This design comes from an exercise in tuning for small area on the open sky130 flow, not from production work. Only simulation tests tie the RTL to the original design; equivalence was not proved. Power and IR drop assume default switching activity.

Design TopDesign, start of the top module:
module TopDesign
    (
    input logic clk,
    input logic rst,
    input logic [15:0] swIns,
    input logic [4:0] debouncer,
    output logic [15:0] insLed,
    output logic [6:0] seg,
    output logic dp,
    output logic [3:0] an
    );
    logic up, centre, left, right, down;
    Debouncer upButton    (clk, rst, debouncer[1], up);
    Debouncer centerButton(clk, rst, debouncer[0], centre);
    Debouncer rightButton (clk, rst, debouncer[3], right);
    Debouncer leftButton  (clk, rst, debouncer[2], left);
    Debouncer downButton  (clk, rst, debouncer[4], down);
    logic [4:0] pc;
    logic [3:0] memoryAddress;
    logic [15:0] ir;        
    logic irValid;          
    logic [2:0] op;
    logic clr, run, isStore, isLoad, isAdd, isBranch, stop;
    assign op = ir[15:13];
    assign clr = rst | up;
    assign run = irValid;
    assign isStore  = run & (op == 3'b000);
    assign isLoad   = run & (op == 3'b001);
    assign isAdd    = run & (op == 3'b010);
    assign isBranch = run & (op == 3'b101);
    assign stop     = run & (op == 3'b111);
    logic [7:0] regAN, regBN, memPN, memDN, regA, regB, memP, memD;
    assign regA = ~regAN;
    assign regB = ~regBN;
    assign memP = ~memPN;
    assign memD = ~memDN;
  ...
For scale: roughly 1200 cells after synthesis, about 330 flip-flops, roughly 51 I/O pins, about 0.014 mm^2 of cells after synthesis.
==> module SevenSegmentDisplay, before the edit <==
module SevenSegmentDisplay(
    input logic clk,
    input logic rst,
    input logic [3:0] addr,
    input logic [7:0] dataN,       
    output logic [6:0] seg,
    output logic [3:0] an);
    logic [9:0] count;
    logic [7:0] pre;
    logic z7;
    assign z7 = (pre[6:0] == 7'd0);
    always_ff @(posedge clk)
        if (rst) begin
            pre <= 8'd0;
            count[9:8] <= 2'd0;
        end else begin
            pre <= {pre[6:0], pre[7] ^ pre[5] ^ pre[4] ^ pre[3] ^ z7};
            if (z7 & pre[7])
                count[9:8] <= count[9:8] + 2'd1;
        end
    assign count[7:0] = pre;
    logic [3:0] nib;
    always_comb begin
        case (count[9:8])
            2'b00: begin nib = ~dataN[3:0]; an = 4'b1110; end
            2'b01: begin nib = ~dataN[7:4]; an = 4'b1101; end
            2'b10: begin nib = 4'd0;      an = 4'b1011; end
            default: begin nib = addr;    an = 4'b0111; end
        endcase
        if (count[9:8] == 2'b10)
            seg = 7'b0111111;
        else
            case (nib)
                4'd0 : seg = 7'b1000000;
                4'd1 : seg = 7'b1111001;
                4'd2 : seg = 7'b0100100;
                4'd3 : seg = 7'b0110000;
                4'd4 : seg = 7'b0011001;
                4'd5 : seg = 7'b0010010;
                4'd6 : seg = 7'b0000010;
                4'd7 : seg = 7'b1111000;
                4'd8 : seg = 7'b0000000;
                4'd9 : seg = 7'b0010000;
                4'd10: seg = 7'b0001000;
                4'd11: seg = 7'b0000011;
                4'd12: seg = 7'b1000110;
                4'd13: seg = 7'b0100001;
                4'd14: seg = 7'b0000110;
                default: seg = 7'b0001110;
            endcase
    end
endmodule
==> flow/config.mk <==
export PLATFORM = sky130hd
export DESIGN_NAME = TopDesign
export DESIGN_NICKNAME = TopDesign
export VERILOG_FILES = /design/flow/design.v
export SDC_FILE = /design/flow/constraint.sdc
export NUM_CORES = 4
export LEC_CHECK = 0
export CAP_MARGIN = 20
export CORE_MARGIN = 2
export CORE_UTILIZATION = 65
export SLEW_MARGIN = 20
export SYNTH_HIERARCHICAL = 1
==> flow/constraint.sdc <==
create_clock -name core_clock -period 10.0 [get_ports {clk}]
set_input_delay 2.0000 -clock core_clock [delete_from_list [all_inputs] [get_ports {clk}]]
set_output_delay 2.0000 -clock core_clock [all_outputs]
set_load 0.01 [all_outputs]
standard.sh (not shown) runs the stock make flow with config.mk's settings and CLKGATE_MAP_FILE= SYNTH_SCRIPT=/design/flow/synth_recipe.tcl, a recipe that flattens the netlist after the stock synthesis.
==> flow/flow/run.sh <==
#!/bin/bash
# Layout flow: the standard flow (standard.sh) with these changes.
#  Synthesis: ORFS's synth.tcl with two edits, made here with sed:
#   - Yosys's extract_fa (half/full adder extraction) only runs on the
#     FullAdd module, so the rest of the logic is left to ABC;
#   - ABC uses flow/abc_area.script (area-oriented mapping) instead of
#     ORFS's speed script.
#   Everything else (synth_recipe.tcl's -nofsm -noshare, flatten and renames,
#   the register mapping) is unchanged, so the registers are the standard
#   synthesis's.
#  Placement: port buffers use the smallest buffer cell, buf_1.
#  CTS: clkbuf_4 clock buffers, leaf clusters of up to 10 sinks within
#   35 um, no dummy loads.
set -euo pipefail
W=$PWD
sed -e 's|^  extract_fa {\*}\[dont_use_extract_fa_args\]$|  extract_fa {*}[dont_use_extract_fa_args] FullAdd|' \
    -e 's|^  log_cmd abc {\*}\$abc_args$|  lset abc_args 1 '"$W"'/flow/abc_area.script\n  log_cmd abc {*}$abc_args|' \
    "$FLOW_HOME/scripts/synth.tcl" > own_synth.tcl
grep -q 'extract_fa {\*}\[dont_use_extract_fa_args\] FullAdd' own_synth.tcl
grep -q 'flow/abc_area.script' own_synth.tcl
sed -e "s|^source \$::env(SCRIPTS_DIR)/synth.tcl$|source $W/own_synth.tcl|" synth_recipe.tcl > own_synth_recipe.tcl
grep -q own_synth.tcl own_synth_recipe.tcl
sed -e "s|SYNTH_SCRIPT=[^ ]*|SYNTH_SCRIPT=$W/own_synth_recipe.tcl|" standard.sh > own_standard.sh
grep -q own_synth_recipe.tcl own_standard.sh
bash own_standard.sh \
  "BUFFER_PORTS_ARGS=-buffer_cell sky130_fd_sc_hd__buf_1" \
  "CTS_ARGS=-sink_clustering_enable -repair_clock_nets -sink_clustering_size 10 -sink_clustering_max_diameter 35 -buf_list sky130_fd_sc_hd__clkbuf_4 -dont_use_dummy_load" \
  finish > standard.log 2>&1
==> flow/flow/abc_area.script <==
&get -n
&st
&dch
&nf -R 1000
&st
&syn2
&dch
&nf -R 1000
&put
topo
stime -c
dnsize -c
Rerun with:
--- a/flow/design.v
+++ b/flow/design.v
@@ -100,33 +100,32 @@
     input logic rst,
     input logic [3:0] addr,
     input logic [7:0] dataN,       
     output logic [6:0] seg,
     output logic [3:0] an);
-    logic [9:0] count;
+    logic [1:0] digit;
     logic [7:0] pre;
     logic z7;
     assign z7 = (pre[6:0] == 7'd0);
     always_ff @(posedge clk)
         if (rst) begin
             pre <= 8'd0;
-            count[9:8] <= 2'd0;
+            digit <= 2'd0;
         end else begin
             pre <= {pre[6:0], pre[7] ^ pre[5] ^ pre[4] ^ pre[3] ^ z7};
             if (z7 & pre[7])
-                count[9:8] <= count[9:8] + 2'd1;
+                digit <= digit + 2'd1;
         end
-    assign count[7:0] = pre;
     logic [3:0] nib;
     always_comb begin
-        case (count[9:8])
+        case (digit)
             2'b00: begin nib = ~dataN[3:0]; an = 4'b1110; end
             2'b01: begin nib = ~dataN[7:4]; an = 4'b1101; end
             2'b10: begin nib = 4'd0;      an = 4'b1011; end
             default: begin nib = addr;    an = 4'b0111; end
         endcase
-        if (count[9:8] == 2'b10)
+        if (digit == 2'b10)
             seg = 7'b0111111;
         else
             case (nib)
                 4'd0 : seg = 7'b1000000;
                 4'd1 : seg = 7'b1111001;
=> Power barely changes; worst setup slack loses 0.0098 ns; hold slack improved by 0.0057 ns; design area does not change; global-route usage is unchanged; cell count stays the same; non-clock buffer count does not change; count of clock-buffer cells in the layout stays the same; clock skew rises by 0.0051 ns; via count stays flat; die area is unchanged; flip-flop and latch count stays the same; routed wire length barely changes.

## rev 12
TopDesign, a different RTL version from the one above (not shown whole).
Size in the first run: roughly 1200 cells after synthesis, roughly 330 flip-flops, roughly 51 I/O pins, about 14000 um^2 of cells after synthesis.
==> module TopDesign, before the edit <==
module TopDesign
    (
    input logic clk,
    input logic rst,
    input logic [15:0] swIns,
    input logic [4:0] debouncer,
    output logic [15:0] insLed,
    output logic [6:0] seg,
    output logic dp,
    output logic [3:0] an
    );
    logic up, centre, left, right, down;
    Debouncer upButton    (clk, rst, debouncer[1], up);
    Debouncer centerButton(clk, rst, debouncer[0], centre);
    Debouncer rightButton (clk, rst, debouncer[3], right);
    Debouncer leftButton  (clk, rst, debouncer[2], left);
    Debouncer downButton  (clk, rst, debouncer[4], down);
    logic [4:0] pc;
    logic [3:0] memoryAddress;
    logic [15:0] ir;        
    logic irValid;          
    logic [2:0] op;
    logic clr, run, isStore, isLoad, isAdd, isBranch, stop;
    assign op = ir[15:13];
    assign clr = rst | up;
    assign run = irValid;
    assign isStore  = run & (op == 3'b000);
    assign isLoad   = run & (op == 3'b001);
    assign isAdd    = run & (op == 3'b010);
    assign isBranch = run & (op == 3'b101);
    assign stop     = run & (op == 3'b111);
    logic [7:0] regAN, regBN, memPN, memDN, regA, regB, memP;
    assign regA = ~regAN;
    assign regB = ~regBN;
    assign memP = ~memPN;
    logic [3:0] wAddr;
    logic [7:0] sum, sumN;
    ALU alu(regAN, regBN, sumN);
    assign sum = ~sumN;
    logic [7:0] wData;
    assign wAddr = (ir[12] | op[1]) ? ir[11:8] : ir[7:4];
    always_comb
        if (op[1])
            wData = sum;
        else if (ir[12])
            wData = ir[7:0];
        else if (op[0])
            wData = memP;
        else
            wData = regA;
    logic [127:0] regQ, memQ;
    logic [15:0] selA, selB, selD;
    logic [15:0] deR, deM;
    logic [7:0] dIn;
    assign dIn = wData & {8{~clr}};
    WriteDecode writeDecode(wAddr, isLoad | isAdd, isStore, clr, deR, deM);
    RegisterFile registerFile(clk, deR, dIn, regQ);
    RegisterFile memory(clk, deM, dIn, memQ);
    Decode16 decodeA(ir[3:0], selA);
    Decode16 decodeB(ir[7:4], selB);
    Decode16 decodeD(memoryAddress, selD);
    ReadPort readA(regQ, selA, regAN);
    ReadPort readB(regQ, selB, regBN);
    ReadPort readP(memQ, selA, memPN);
    ReadPort readD(memQ, selD, memDN);
    logic load;
    logic [4:0] pcNext;
    logic [15:0] romWord;
    assign load = (down | centre) & ~left & ~right;
    always_comb
        for (int i = 0; i < 5; i++)
            pcNext[i] = pc[i] ^ (&(pc | ~(5'h1f >> (5 - i))));
    logic [3:0] addrStep, flip;
    assign flip = memoryAddress ^ {4{left}};
    always_comb
        for (int i = 0; i < 4; i++)
            addrStep[i] = memoryAddress[i] ^ (&(flip | ~(4'hf >> (4 - i))));
    InstructionMemory instructions(pc, down, swIns, romWord, insLed);
    always_ff @(posedge clk) begin
        if (rst) begin
            pc <= 5'd0;
            memoryAddress <= 4'd0;
            irValid <= 1'b0;
        end else if (up) begin
            pc <= 5'd0;
        end else if (!stop) begin
            irValid <= load;
            if (left || right)
                memoryAddress <= addrStep;
            else if (down)
                pc <= pcNext;
            else if (!centre && isBranch && (regA[0] == regB[0]))
                pc <= ir[12:8];
        end
        if (!clr && !stop && load)
            ir <= romWord;
    end
    SevenSegmentDisplay display(clk, rst, memoryAddress, memDN, seg, an);
    assign dp = 1'b1;
endmodule
export LEC_CHECK = 0
export CAP_MARGIN = 20
export CORE_MARGIN = 2
export CORE_UTILIZATION = 65
export SLEW_MARGIN = 20
export SYNTH_HIERARCHICAL = 1
create_clock -name core_clock -period 10.0 [get_ports {clk}]
==> flow/flow/run.sh <==
#!/bin/bash
# Layout flow: the standard flow (standard.sh) with these changes.
#  Synthesis: ORFS's synth.tcl with two edits, made here with sed:
#   - Yosys's extract_fa (half/full adder extraction) only runs on the
#     FullAdd module, so the rest of the logic is left to ABC;
#   - ABC uses flow/abc_area.script (area-oriented mapping) instead of
#     ORFS's speed script.
#   Everything else (synth_recipe.tcl's -nofsm -noshare, flatten and renames,
#   the register mapping) is unchanged, so the registers are the standard
#   synthesis's.
#  Placement: port buffers use the smallest buffer cell, buf_1.
#  CTS: clkbuf_4 clock buffers, leaf clusters of up to 10 sinks within
#   70 um, no dummy loads.
set -euo pipefail
W=$PWD
sed -e 's|^  extract_fa {\*}\[dont_use_extract_fa_args\]$|  extract_fa {*}[dont_use_extract_fa_args] FullAdd|' \
    -e 's|^  log_cmd abc {\*}\$abc_args$|  lset abc_args 1 '"$W"'/flow/abc_area.script\n  log_cmd abc {*}$abc_args|' \
    "$FLOW_HOME/scripts/synth.tcl" > own_synth.tcl
grep -q 'extract_fa {\*}\[dont_use_extract_fa_args\] FullAdd' own_synth.tcl
grep -q 'flow/abc_area.script' own_synth.tcl
sed -e "s|^source \$::env(SCRIPTS_DIR)/synth.tcl$|source $W/own_synth.tcl|" synth_recipe.tcl > own_synth_recipe.tcl
grep -q own_synth.tcl own_synth_recipe.tcl
sed -e "s|SYNTH_SCRIPT=[^ ]*|SYNTH_SCRIPT=$W/own_synth_recipe.tcl|" standard.sh > own_standard.sh
grep -q own_synth_recipe.tcl own_standard.sh
bash own_standard.sh \
  "BUFFER_PORTS_ARGS=-buffer_cell sky130_fd_sc_hd__buf_1" \
  "CTS_ARGS=-sink_clustering_enable -repair_clock_nets -sink_clustering_size 10 -sink_clustering_max_diameter 70 -buf_list sky130_fd_sc_hd__clkbuf_4 -dont_use_dummy_load" \
  finish > standard.log 2>&1
Scripts as last shown in full above: flow/flow/abc_area.script
Rev 12 has completed all stages; timing, DRC and antenna checks passed.
### rev 12 -> rev 13
--- a/flow/design.v
+++ b/flow/design.v
@@ -258,8 +258,9 @@
     assign isBranch = run & (op == 3'b101);
     assign stop     = run & (op == 3'b111);
-    logic [7:0] regAN, regBN, memPN, memDN, regA, regB, memP;
+    logic [7:0] regAN, regBN, memPN, memDN, regA, regB, memP, memD;
     assign regA = ~regAN;
     assign regB = ~regBN;
     assign memP = ~memPN;
+    assign memD = ~memDN;
     logic [3:0] wAddr;
     logic [7:0] sum, sumN;
### Flow results
- From rev 13 to rev 12, number of synthesized register bits did not move at all.
- Rev 12 -> rev 13: global-route usage delta 0, exact match
- From rev 13 to rev 12, area after synthesis did not move at all.
- Rev 13 -> rev 12: final worst-path setup slack delta 0, exact match
- Looking at rev 12 and rev 13, the number of buffers inserted for hold repair after clock tree synthesis is a wash.
- Diff rev 13..rev 12 | estimated wirelength of the detail-placed design | unchanged

==> port drivers added, routing unchanged <==
The results above use ideal ports. As a check the final layouts listed here were re-extracted and re-timed, cells and wires unchanged. Step 1: set_driving_cell puts a clkbuf_16 on clk and a buf_2 on each other input, an assumption about the parent block. Step 2 adds t to the input delays and takes it off the output delays; t is the mean of the earliest and latest rising clock arrival at the registers after step 1. Input paths then give back, and output paths get back, about the clock's delay inside the block. Slacks: no drivers / after step 1 / after step 2; pairs: no drivers / after step 1.
run | t, ns | setup slack, ns | worst slew at a driven data input, ns
the first run of note 1 | 0.678 | 3.724 / 3.724 / 3.724 | 0.04
the second run of note 1 | 0.683 | 3.714 / 3.714 / 3.714 | 0.04
rev 12 | 0.697 | 3.792 / 3.792 / 3.792 | 0.03
rev 13 | 0.697 | 3.792 / 3.792 / 3.792 | 0.03
After both steps setup and hold are still met in every run listed.
